Background: an optimization exercise with open tools, aiming at small area, a short achievable clock period and few clock cycles per item. Do not read the settings as production practice. The RTL was checked by simulation tests, not by an equivalence proof against the original design. Power figures rest on the tool's default switching activity, not on a simulated workload.

==> inputs of run Z <==
==> flow/design.v (excerpt) <==
module imc
  #(parameter INPUT_W = 16,
    parameter OUTPUT_W = 16)
(
    input  logic                   clk,
    input  logic                   rst_n,
    input  logic                   start,
    input  logic [INPUT_W-1:0]     aIn,
    input  logic [INPUT_W-1:0]     bIn,
    input  logic [INPUT_W-1:0]     cIn,
    input  logic [INPUT_W-1:0]     dIn,
    output logic                   ready,
    output logic [OUTPUT_W-1:0]    aOut,
    output logic [OUTPUT_W-1:0]    bOut,
    output logic [OUTPUT_W-1:0]    cOut,
    output logic [OUTPUT_W-1:0]    dOut,
    output logic                   aOut_sign,
    output logic                   bOut_sign,
    output logic                   cOut_sign,
    output logic                   dOut_sign
);
==> flow/config.mk <==
export PLATFORM = sky130hd
export DESIGN_NAME = imc
export DESIGN_NICKNAME = imc
export VERILOG_FILES = /design/flow/design.v
export SDC_FILE = /design/flow/constraint.sdc
export NUM_CORES = 4
export LEC_CHECK = 0
export ABC_CLOCK_PERIOD_IN_PS = 5000
export CAP_MARGIN = 20
export CORE_MARGIN = 2
export CORE_UTILIZATION = 60
export SETUP_SLACK_MARGIN = 3
export SLEW_MARGIN = 20
export SYNTH_HIERARCHICAL = 1
==> flow/constraint.sdc <==
create_clock -name core_clock -period 11.0 [get_ports {clk}]
set_input_delay 2.2000 -clock core_clock [delete_from_list [all_inputs] [get_ports {clk}]]
set_output_delay 2.2000 -clock core_clock [all_outputs]
set_load 0.01 [all_outputs]
run.sh (not shown) runs the stock make flow with config.mk's settings and CLKGATE_MAP_FILE= SYNTH_SCRIPT=/design/flow/synth_recipe.tcl, a recipe that flattens the netlist after the stock synthesis.
==> inputs of run D, as changes to run Z <==
--- a/flow/design.v
+++ b/flow/design.v
@@ -1001,59 +1001,56 @@
   assign cp = tcy_ad;
   logic [15:0] nA, nB, nC, nD;
   assign nA = -dIn;
   assign nB = -bIn;
   assign nC = -cIn;
   assign nD = -aIn;
-  logic [16:0] dxr, dyr;
-  logic [4:0]  lo;
-  assign dxr = {1'b0, dx[15], dx[14], dx[13], dx[12], dx[11], dx[10], dx[9], dx[8], dx[7], dx[6], dx[5], dx[4], dx[3], ~dx[2], ~dx[1], ~dx[0]};
-  assign dyr = {dy[16], dy[15], dy[14], dy[13], dy[12], dy[11], dy[10], dy[9], dy[8], dy[7], dy[6], dy[5], dy[4], ~dy[3], ~dy[2], ~dy[1], dy[0]};
-  assign lo  = ~({1'b0, dxr[3:0]} + {1'b0, dyr[3:0]} + {4'd0, ~cp});
   logic        ready_r;
-  logic [16:4] dx_r, dy_r;
-  logic [4:0]  lo_r;
+  logic [16:0] dx_r, dy_r;
+  logic        cp_r;
   logic [7:0]  mA_r, mB_r, mC_r, mD_r;
   logic        sA_r, sB_r, sC_r, sD_r;
   always_ff @(posedge clk or negedge rst_n) begin
     if (!rst_n) ready_r <= 1'b0;
     else        ready_r <= 1'b1;
   end
   always_ff @(posedge clk) begin
     if (start) begin
-      dx_r <= dx[16:4];
-      dy_r <= dy[16:4];
-      lo_r <= lo;
+      dx_r <= dx;
+      dy_r <= dy;
+      cp_r <= cp;
       mA_r <= dIn[15] ? nA[15:8] : dIn[15:8];
       mB_r <= bIn[15] ? nB[15:8] : bIn[15:8];
       mC_r <= cIn[15] ? nC[15:8] : cIn[15:8];
       mD_r <= aIn[15] ? nD[15:8] : aIn[15:8];
       sA_r <= dIn[15];
       sB_r <= bIn != 16'd0;
       sC_r <= cIn != 16'd0;
       sD_r <= aIn[15];
     end
   end
-  logic [16:4] dr, yr, dv, yv, dhi;
+  logic [16:0] dr, yr, dv, yv, diff;
   logic        det_sign;
+  logic [4:0]  lo;          
   logic [16:4] p, zc, oc;
   logic        all0, all1;
   logic [8:0]  r, rpos, rneg;
-  assign dr       = {1'b0, dx_r[15], dx_r[14], dx_r[13], dx_r[12], dx_r[11], dx_r[10], dx_r[9], dx_r[8], dx_r[7], dx_r[6], dx_r[5], dx_r[4]};
-  assign yr       = {dy_r[16], dy_r[15], dy_r[14], dy_r[13], dy_r[12], dy_r[11], dy_r[10], dy_r[9], dy_r[8], dy_r[7], dy_r[6], dy_r[5], dy_r[4]};
+  assign dr       = {1'b0, dx_r[15], dx_r[14], dx_r[13], dx_r[12], dx_r[11], dx_r[10], dx_r[9], dx_r[8], dx_r[7], dx_r[6], dx_r[5], dx_r[4], dx_r[3], ~dx_r[2], ~dx_r[1], ~dx_r[0]};
+  assign yr       = {dy_r[16], dy_r[15], dy_r[14], dy_r[13], dy_r[12], dy_r[11], dy_r[10], dy_r[9], dy_r[8], dy_r[7], dy_r[6], dy_r[5], dy_r[4], ~dy_r[3], ~dy_r[2], ~dy_r[1], dy_r[0]};
   assign dv       = ~dr;
   assign yv       = ~yr;
-  assign dhi      = ~(dr + yr + {12'd0, ~lo_r[4]});
-  assign det_sign = dhi[16];
+  assign diff     = ~(dr + yr + {16'd0, ~cp_r});
+  assign det_sign = diff[16];
+  assign lo       = ~({1'b0, dr[3:0]} + {1'b0, yr[3:0]} + {4'd0, ~cp_r});
   assign p  = dv[16:4] ^ yv[16:4];
-  assign zc = {dv[15:4] | yv[15:4], lo_r[4]};
-  assign oc = {dv[15:4] & yv[15:4], lo_r[4]};
+  assign zc = {dv[15:4] | yv[15:4], lo[4]};
+  assign oc = {dv[15:4] & yv[15:4], lo[4]};
   assign all0 = (p == zc);
   assign all1 = (~p == oc);
-  reciprocal u_rpos (.x(lo_r[3:0]), .y(rpos));
-  reciprocal u_rneg (.x(-lo_r[3:0]), .y(rneg));
+  reciprocal u_rpos (.x(lo[3:0]), .y(rpos));
+  reciprocal u_rneg (.x(-lo[3:0]), .y(rneg));
   assign r = ({9{all0}} & rpos) | ({9{all1}} & rneg);
   logic [15:0] oax, oay, obx, oby, ocx, ocy, odx, ody;
   wire oa_1, oa_2;
   fa u_oa_1 (.a(~(mA_r[0] & r[4])), .b(~(mA_r[1] & r[3])), .c(1'b1), .s(oa_1), .co(oa_2));
   wire oa_3, oa_4;
   fa u_oa_3 (.a(~(mA_r[1] & r[4])), .b(~(mA_r[2] & r[3])), .c(~(mA_r[3] & r[2])), .s(oa_3), .co(oa_4));
- ABC_CLOCK_PERIOD_IN_PS: 5000 -> not set
- SETUP_SLACK_MARGIN: 3 -> 4
==> results.txt <==
In run D the sequential share of layout area is lower than in run Z, by 0.14 points. Of run Z and run D, run D has the higher combinational power (gap 15%, measured against run D). In run D the worst hold slack is worse than in run Z, by 0.0058 ns. Against run D, the global-route usage of run Z is lower by 1.6 points. In run Z the critical path depth is lower than in run D, by 3. In run D the sequential power is smaller than in run Z, by 7.8%. Of run D and run Z, run D has the higher die area (gap 0.41%, measured against run Z). In run D the clock power is larger than in run Z, by 8.3%. Of run Z and run D, run D has the higher non-clock buffer count (gap 130). In run D the synthesized area is higher than in run Z, by about 0.43%.
Testbench counts of run Z, summed over its fixed seeds: cycles 3,200, items 3,200.
Testbench counts of run D, summed over its fixed seeds: cycles 3,200, items 3,200.

## what the ideal ports hide
In the flow no input, the clock included, has a driving cell. The finished layouts below were timed again as built, in two steps. Step 1, drivers: a clkbuf_16 drives clk and a buf_2 each remaining input, both assumed. Step 2 moves the port delays by t, midway between the first and last clock arrival at a register: inputs arrive t later, outputs are due t later. That takes back most of the time a late clock gives input paths. a / b / c = no drivers / after step 1 / after step 2; a / b = the first two.
| run | t, ns | slack for setup (ns) | worst slew at a driven data input, ns |
|---|---|---|---|
| run Z | 0.386 | 2.875 / 2.829 / 2.718 | 0.09 |
| run D | 0.390 | 2.105 / 2.058 / 2.447 | 0.09 |
After both steps every run listed still meets setup and hold. For run Z, which loses most, drivers alone change the setup slack by -0.046 ns; drivers and shift together by -0.157 ns.
